Context: an optimization exercise on an open-source flow, tuned for small area. The choices shown serve that exercise and are no tape-out recipe.
In this exercise RTL edits were held to simulation tests only and were not proved equivalent to the original.
No driver is modelled on the clock port, so clocking that relies on it looks cheaper here than on a real chip.
Power is estimated from default activity; no workload was simulated.

Design Project2_top, start of the top module:
module Project2_top( Clk_10M, reset, HEX0, HEX1, HEX2, HEX3, HEX4, HEX5, KEY, LEDR, SW);
	input 		      Clk_10M;
	input 		      reset;
	output     [7:0]  HEX0, HEX1, HEX2, HEX3, HEX4, HEX5;
	input	     [1:0]  KEY;
	output     [9:0]  LEDR;
	input      [9:0]  SW;
	reg         deltaKEY;
	wire        tick_1K;
	reg  [1:0]  state;
	wire [8:0]  countdown;
	reg  [2:0]  shifted;
	wire        endCD;
	reg  [19:0] BCDHighScore;
	wire [19:0] BCDCurrentScore;
	wire [19:0] DISPLAY;
	wire s0 = (state == 2'd0);
	wire s1 = (state == 2'd1);
	wire s2 = (state == 2'd2);
	wire s3 = (state == 2'd3);
	Clock_divider cdiv1(Clk_10M, reset, tick_1K);
	LFSR rand1(Clk_10M, reset, tick_1K, s1, countdown);
	always @ (posedge Clk_10M)
	begin
		if(reset)
			shifted <= 0;
		else if(!countdown[8])
			shifted <= countdown[7:5];
	end
	Count_down cdow1(Clk_10M, reset, tick_1K, countdown, s1, s2, endCD);
	Count_up   cup1(Clk_10M, reset, tick_1K, s2, s3, BCDCurrentScore);
	assign DISPLAY = SW[9] ? BCDHighScore : BCDCurrentScore;
	Seven_Seg SS0(DISPLAY[ 3: 0], s1, HEX0[6:0]);
	Seven_Seg SS1(DISPLAY[ 7: 4], s1, HEX1[6:0]);
	Seven_Seg SS2(DISPLAY[11: 8], s1, HEX2[6:0]);
	Seven_Seg SS3(DISPLAY[15:12], s1, HEX3[6:0]);
	Seven_Seg SS4(DISPLAY[19:16], s1, HEX4[6:0]);
	assign HEX0[7] = 1'b1;
	assign HEX1[7] = 1'b1;
	assign HEX2[7] = 1'b1;
	assign HEX3[7] = ~s1;
	assign HEX4[7] = 1'b1;
	assign HEX5 = {1'b1, ~state[1], state[1] | state[0], state[0],
	               ~state[1] & state[0], state[1] & ~state[0], 1'b0,
	               ~state[1] & state[0]};
	wire [7:0] led1h = 8'd1 << shifted;
	assign LEDR = {2'b00, s3 ? led1h : 8'd0};
	wire swled = |(SW[7:0] & led1h);
  ...
Size in the first run: ~530 cells after synthesis.
clock: 10.0 ns
lec_check: 0
cap_margin: 20
core_margin: 2
core_utilization: 65
slew_margin: 20
standard.sh (not shown) runs the stock make flow with config.mk's settings and CLKGATE_MAP_FILE= SYNTH_SCRIPT=/design/flow/synth_recipe.tcl, a recipe that flattens the netlist after the stock synthesis.
==> flow/flow/run.sh <==
#!/bin/bash
# Own layout flow: the standard ORFS flow, with
#  - an area-oriented synthesis: ORFS's synth.tcl without the half/full adder
#    extraction and with area ABC scripts (flow/s*.script); each script is run
#    and the smallest netlist whose registers (names and cells) are exactly the
#    standard synthesis's is used, else the standard netlist,
#  - the smallest buffer (buf_1) on every input and output port,
#  - a clock tree of small clock buffers without dummy loads,
#  - one tie cell per constant instead of one per load.
# Every tool writes its full output to a log file in the work folder.
set -euo pipefail
W=$(pwd)
F=$W/flow
R=$W/orfs/results/$FLOW_PLATFORM/Project2_top/base

# 1. the standard synthesis (the reference for the register names and cells)
bash standard.sh synth > $W/log_1_std_synth.txt 2>&1
cp $R/1_2_yosys.v $W/std_1_2_yosys.v

regs() { grep -oE '^\s*sky130_fd_sc_hd__(df|edf|sdf|dl)[a-z0-9_]* +[^ (]+' "$1" | awk '{print $1, $2}' | sort; }
regs $W/std_1_2_yosys.v > $W/std_regs.txt

# 2. our own synthesis of the same design, once per ABC script
sed -e 's/\[env_var_exists_and_non_empty ADDER_MAP_FILE\] &&/0 \&\&/' \
    -e 's#log_cmd abc {\*}$abc_args#log_cmd abc {*}[lreplace $abc_args 1 1 $::env(OWN_ABC_SCRIPT)]#' \
    $FLOW_HOME/scripts/synth.tcl > $W/own_synth.tcl
grep -q "0 &&" $W/own_synth.tcl
grep -q "OWN_ABC_SCRIPT" $W/own_synth.tcl
sed "s#source \$::env(SCRIPTS_DIR)/synth.tcl#source $W/own_synth.tcl#" $W/synth_recipe.tcl > $W/own_synth_recipe.tcl
grep -q own_synth.tcl $W/own_synth_recipe.tcl
for S in $F/s*.script; do
  n=$(basename $S .script)
  mkdir -p $W/own_$n
  ( OWN_ABC_SCRIPT=$S make -C $FLOW_HOME DESIGN_CONFIG=$W/config.mk WORK_HOME=$W/own_$n CLKGATE_MAP_FILE= \
      SYNTH_SCRIPT=$W/own_synth_recipe.tcl synth > $W/log_2_own_synth_$n.txt 2>&1 || true ) &
done
wait
best=""; best_area=""
: > $W/log_3_netlist_choice.txt
for S in $F/s*.script; do
  n=$(basename $S .script)
  V=$W/own_$n/results/$FLOW_PLATFORM/Project2_top/base/1_2_yosys.v
  ST=$W/own_$n/reports/$FLOW_PLATFORM/Project2_top/base/synth_stat.txt
  [[ -s $V && -s $ST ]] || { echo "$n: failed" >> $W/log_3_netlist_choice.txt; continue; }
  a=$(grep 'Chip area for module' $ST | awk '{print $NF}')
  if [[ "$(regs $V)" != "$(cat $W/std_regs.txt)" ]]; then echo "$n: $a registers differ" >> $W/log_3_netlist_choice.txt; continue; fi
  echo "$n: $a" >> $W/log_3_netlist_choice.txt
  if [[ -z "$best" ]] || awk -v a=$a -v b=$best_area 'BEGIN{exit !(a<b)}'; then best=$V; best_area=$a; fi
done
if [[ -n "$best" && -s $W/std_regs.txt ]]; then
  echo "using $best ($best_area)" >> $W/log_3_netlist_choice.txt
  cp $best $R/1_2_yosys.v
  rm -f $R/1_synth.odb $R/1_synth.sdc
else
  echo "using the standard netlist" >> $W/log_3_netlist_choice.txt
fi

# 3. the rest of the standard flow
export BUFFER_PORTS_ARGS="-buffer_cell sky130_fd_sc_hd__buf_1"
export CTS_ARGS="$(cat $F/cts_args.txt)"
export SKIP_REPAIR_TIE_FANOUT=1
bash standard.sh finish > $W/log_4_layout.txt 2>&1
==> flow/flow/cts_args.txt <==
-sink_clustering_enable -repair_clock_nets -dont_use_dummy_load -sink_clustering_size 30 -sink_clustering_max_diameter 80 -buf_list {sky130_fd_sc_hd__clkbuf_8}
Other scripts of this flow, unchanged in this note and not shown: flow/flow/s0.script, flow/flow/s1.script, flow/flow/s2.script, flow/flow/s3.script
The first run finished clean.
Edit:
==> flow/flow/cts_args.txt (replaced) <==
-sink_clustering_enable -repair_clock_nets -dont_use_dummy_load -buf_list {sky130_fd_sc_hd__clkbuf_4}
What happened: Count of clock-buffer cells in the layout does not change. Total power is lower by 8.0%. Setup slack gets worse by 15 ps. Cell area went down by 1.3%.

========
Another version of the RTL of Project2_top (not shown whole).
For scale: ~510 cells after synthesis, roughly 72 I/O pins, ~3800 um^2 of cells after synthesis.
clock: 10.0 ns
lec_check: 0
cap_margin: 20
core_margin: 2
core_utilization: 65
slew_margin: 20
==> flow/flow/run.sh <==
#!/bin/bash
# Own layout flow: the standard ORFS flow, with
#  - an area-oriented synthesis: ORFS's synth.tcl without the half/full adder
#    extraction and with area ABC scripts (flow/s*.script, several seeds of ABC's deepsyn);
#    each script is run
#    and the smallest netlist whose registers (names and cells) are exactly the
#    standard synthesis's is used, else the standard netlist,
#  - the smallest buffer (buf_1) on every input and output port,
#  - a clock tree of small clock buffers without dummy loads, where a leaf
#    buffer with a register clock pin over CLK_MAX_SLEW is upsized after CTS
#    (flow/post_cts.tcl),
#  - one tie cell per constant instead of one per load.
# Every tool writes its full output to a log file in the work folder.
set -euo pipefail
W=$(pwd)
F=$W/flow
R=$W/orfs/results/$FLOW_PLATFORM/Project2_top/base

# 1. the standard synthesis (the reference for the register names and cells)
bash standard.sh synth > $W/log_1_std_synth.txt 2>&1
cp $R/1_2_yosys.v $W/std_1_2_yosys.v

regs() { grep -oE '^\s*sky130_fd_sc_hd__(df|edf|sdf|dl)[a-z0-9_]* +[^ (]+' "$1" | awk '{print $1, $2}' | sort; }
regs $W/std_1_2_yosys.v > $W/std_regs.txt

# 2. our own synthesis of the same design, once per ABC script
sed -e 's/\[env_var_exists_and_non_empty ADDER_MAP_FILE\] &&/0 \&\&/' \
    -e 's#log_cmd abc {\*}$abc_args#log_cmd abc {*}[lreplace $abc_args 1 1 $::env(OWN_ABC_SCRIPT)]#' \
    $FLOW_HOME/scripts/synth.tcl > $W/own_synth.tcl
grep -q "0 &&" $W/own_synth.tcl
grep -q "OWN_ABC_SCRIPT" $W/own_synth.tcl
sed "s#source \$::env(SCRIPTS_DIR)/synth.tcl#source $W/own_synth.tcl#" $W/synth_recipe.tcl > $W/own_synth_recipe.tcl
grep -q own_synth.tcl $W/own_synth_recipe.tcl
synth_one() {
  n=$(basename $1 .script)
  mkdir -p $W/own_$n
  OWN_ABC_SCRIPT=$1 make -C $FLOW_HOME DESIGN_CONFIG=$W/config.mk WORK_HOME=$W/own_$n CLKGATE_MAP_FILE= \
      SYNTH_SCRIPT=$W/own_synth_recipe.tcl synth > $W/log_2_own_synth_$n.txt 2>&1 || true
}
export -f synth_one
export W FLOW_HOME
ls $F/s*.script | xargs -P ${NUM_CORES:-4} -I{} bash -c 'synth_one {}'
best=""; best_area=""
: > $W/log_3_netlist_choice.txt
for S in $F/s*.script; do
  n=$(basename $S .script)
  V=$W/own_$n/results/$FLOW_PLATFORM/Project2_top/base/1_2_yosys.v
  ST=$W/own_$n/reports/$FLOW_PLATFORM/Project2_top/base/synth_stat.txt
  [[ -s $V && -s $ST ]] || { echo "$n: failed" >> $W/log_3_netlist_choice.txt; continue; }
  a=$(grep 'Chip area for module' $ST | awk '{print $NF}')
  if [[ "$(regs $V)" != "$(cat $W/std_regs.txt)" ]]; then echo "$n: $a registers differ" >> $W/log_3_netlist_choice.txt; continue; fi
  echo "$n: $a" >> $W/log_3_netlist_choice.txt
  if [[ -z "$best" ]] || awk -v a=$a -v b=$best_area 'BEGIN{exit !(a<b)}'; then best=$V; best_area=$a; fi
done
if [[ -n "$best" && -s $W/std_regs.txt ]]; then
  echo "using $best ($best_area)" >> $W/log_3_netlist_choice.txt
  cp $best $R/1_2_yosys.v
  rm -f $R/1_synth.odb $R/1_synth.sdc
else
  echo "using the standard netlist" >> $W/log_3_netlist_choice.txt
fi

# 3. the rest of the standard flow
export BUFFER_PORTS_ARGS="-buffer_cell sky130_fd_sc_hd__buf_1"
export CTS_ARGS="$(cat $F/cts_args.txt)"
export SKIP_REPAIR_TIE_FANOUT=1
export POST_CTS_TCL=$F/post_cts.tcl CLK_MAX_SLEW=0.112
bash standard.sh finish > $W/log_4_layout.txt 2>&1
==> flow/flow/post_cts.tcl <==
# POST_CTS hook: keep every register clock pin's slew (placement estimate)
# at most CLK_MAX_SLEW ns. A leaf clock buffer (clkbuf_4) with a clock pin
# over it becomes a clkbuf_8; if a pin is still over it, so does the root.
proc clk_sink_slew {net} {
  set m 0
  foreach p [get_pins -of_objects [get_nets $net]] {
    if {[get_property $p direction] != "input"} continue
    set s [get_property $p slew_max]
    if {$s > $m} { set m $s }
  }
  return $m
}
proc worst_clk_pin_slew {} {
  set m 0
  foreach p [get_pins -hierarchical */CLK] { set s [get_property $p slew_max]; if {$s > $m} {set m $s} }
  return $m
}
set limit $::env(CLK_MAX_SLEW)
estimate_parasitics -placement
set changed 0
set root ""
foreach inst [get_cells *] {
  if {[get_property $inst ref_name] != "sky130_fd_sc_hd__clkbuf_4"} continue
  set name [get_full_name $inst]
  set out [get_nets -of_objects [get_pins $name/X]]
  set drives_regs 0
  foreach p [get_pins -of_objects $out] { if {[get_property $p lib_pin_name] == "CLK"} { set drives_regs 1 } }
  if {!$drives_regs} { lappend root $inst; continue }
  set s [clk_sink_slew [get_full_name $out]]
  puts "leaf clock buffer $name: worst clock pin slew $s"
  if {$s > $limit} {
    replace_cell $inst sky130_fd_sc_hd__clkbuf_8
    incr changed
    puts "  upsized to clkbuf_8"
  }
}
if {$changed > 0} { detailed_placement; estimate_parasitics -placement }
set w [worst_clk_pin_slew]
puts "worst clock pin slew: $w"
if {$w > $limit} {
  foreach inst $root {
    replace_cell $inst sky130_fd_sc_hd__clkbuf_8
    puts "root clock buffer [get_full_name $inst] upsized to clkbuf_8"
  }
  detailed_placement
  estimate_parasitics -placement
  puts "worst clock pin slew: [worst_clk_pin_slew]"
}
check_placement -verbose
Other scripts of this flow, unchanged in this note and not shown: flow/flow/cts_args.txt, flow/flow/s00.script, flow/flow/s01.script, flow/flow/s02.script, flow/flow/s03.script, flow/flow/s04.script, flow/flow/s05.script, flow/flow/s06.script, flow/flow/s07.script, flow/flow/s08.script, flow/flow/s09.script, flow/flow/s10.script, flow/flow/s11.script
The first run finished clean.
Then changed:
--- a/flow/flow/run.sh
+++ b/flow/flow/run.sh
@@ -9,3 +9,2 @@
-#  - a clock tree of small clock buffers without dummy loads, where a leaf
-#    buffer with a register clock pin over CLK_MAX_SLEW is upsized after CTS
-#    (flow/post_cts.tcl),
+#  - a clock tree of small clock buffers without dummy loads, where a buffer
+#    whose output slew is high is upsized after CTS (flow/post_cts.tcl),
@@ -67 +66 @@
-export POST_CTS_TCL=$F/post_cts.tcl CLK_MAX_SLEW=0.112
+export POST_CTS_TCL=$F/post_cts.tcl CLK_UPSIZE_SLEW=0.100
==> flow/flow/post_cts.tcl (replaced) <==
estimate_parasitics -placement
set changed 0
foreach inst [get_cells *] {
  if {[get_property $inst ref_name] != "sky130_fd_sc_hd__clkbuf_4"} continue
  set name [get_full_name $inst]
  set s [get_property [get_pins $name/X] slew_max]
  puts "clock buffer $name output slew $s"
  if {$s > $::env(CLK_UPSIZE_SLEW)} {
    replace_cell $inst sky130_fd_sc_hd__clkbuf_8
    incr changed
    puts "  upsized to clkbuf_8"
  }
}
if {$changed > 0} {
  detailed_placement
  check_placement -verbose
  estimate_parasitics -placement
}
set m 0
foreach p [get_pins -hierarchical */CLK] { set s [get_property $p slew_max]; if {$s > $m} {set m $s} }
puts "largest register clock pin slew after upsizing: $m"
Effect: The changed run finished clean. Synthesized area is unchanged. Setup slack improved by 0.042 ns. Count of clock-buffer cells in the layout stays the same. Clock power rises by about 10%. Global-route usage increases by 0.12 points. Sequential power stays flat. Synthesized cell count does not change. Critical path depth does not change.

## static timing again, ports no longer ideal
No port has a modelled driver above. Below, the same layouts with a new extraction and two added sets of constraints. Step 1 assumes that a clkbuf_16 drives the clock port and a buf_2 every other input. Step 2 adds t to the input delays and takes it off the output delays; t is the mean of the earliest and latest rising clock arrival at the registers after step 1. Input paths then give back, and output paths get back, about the clock's delay inside the block. Three values: no drivers, after step 1, after step 2; two values: the first two.
| run | t, ns | setup slack, ns | worst setup path after step 2 | worst data-port slew with drivers (ns) | cell pins on the clock port's net |
|---|---|---|---|---|---|
| the first run of note 1 | 0.368 | 3.255 / 3.233 / 3.233 | input to output | 0.03 | 1 |
| the second run of note 1 | 0.438 | 3.240 / 3.218 / 3.218 | input to output | 0.03 | 1 |
| the first run of note 2 | 0.426 | 3.023 / 2.999 / 2.999 | input to output | 0.04 | 1 |
| the second run of note 2 | 0.365 | 3.066 / 3.041 / 3.041 | input to output | 0.04 | 1 |
After both steps setup and hold are still met in every run listed. The setup slack of the second run of note 2, which loses most, moves by -0.025 ns with the drivers and by -0.025 ns with both steps.
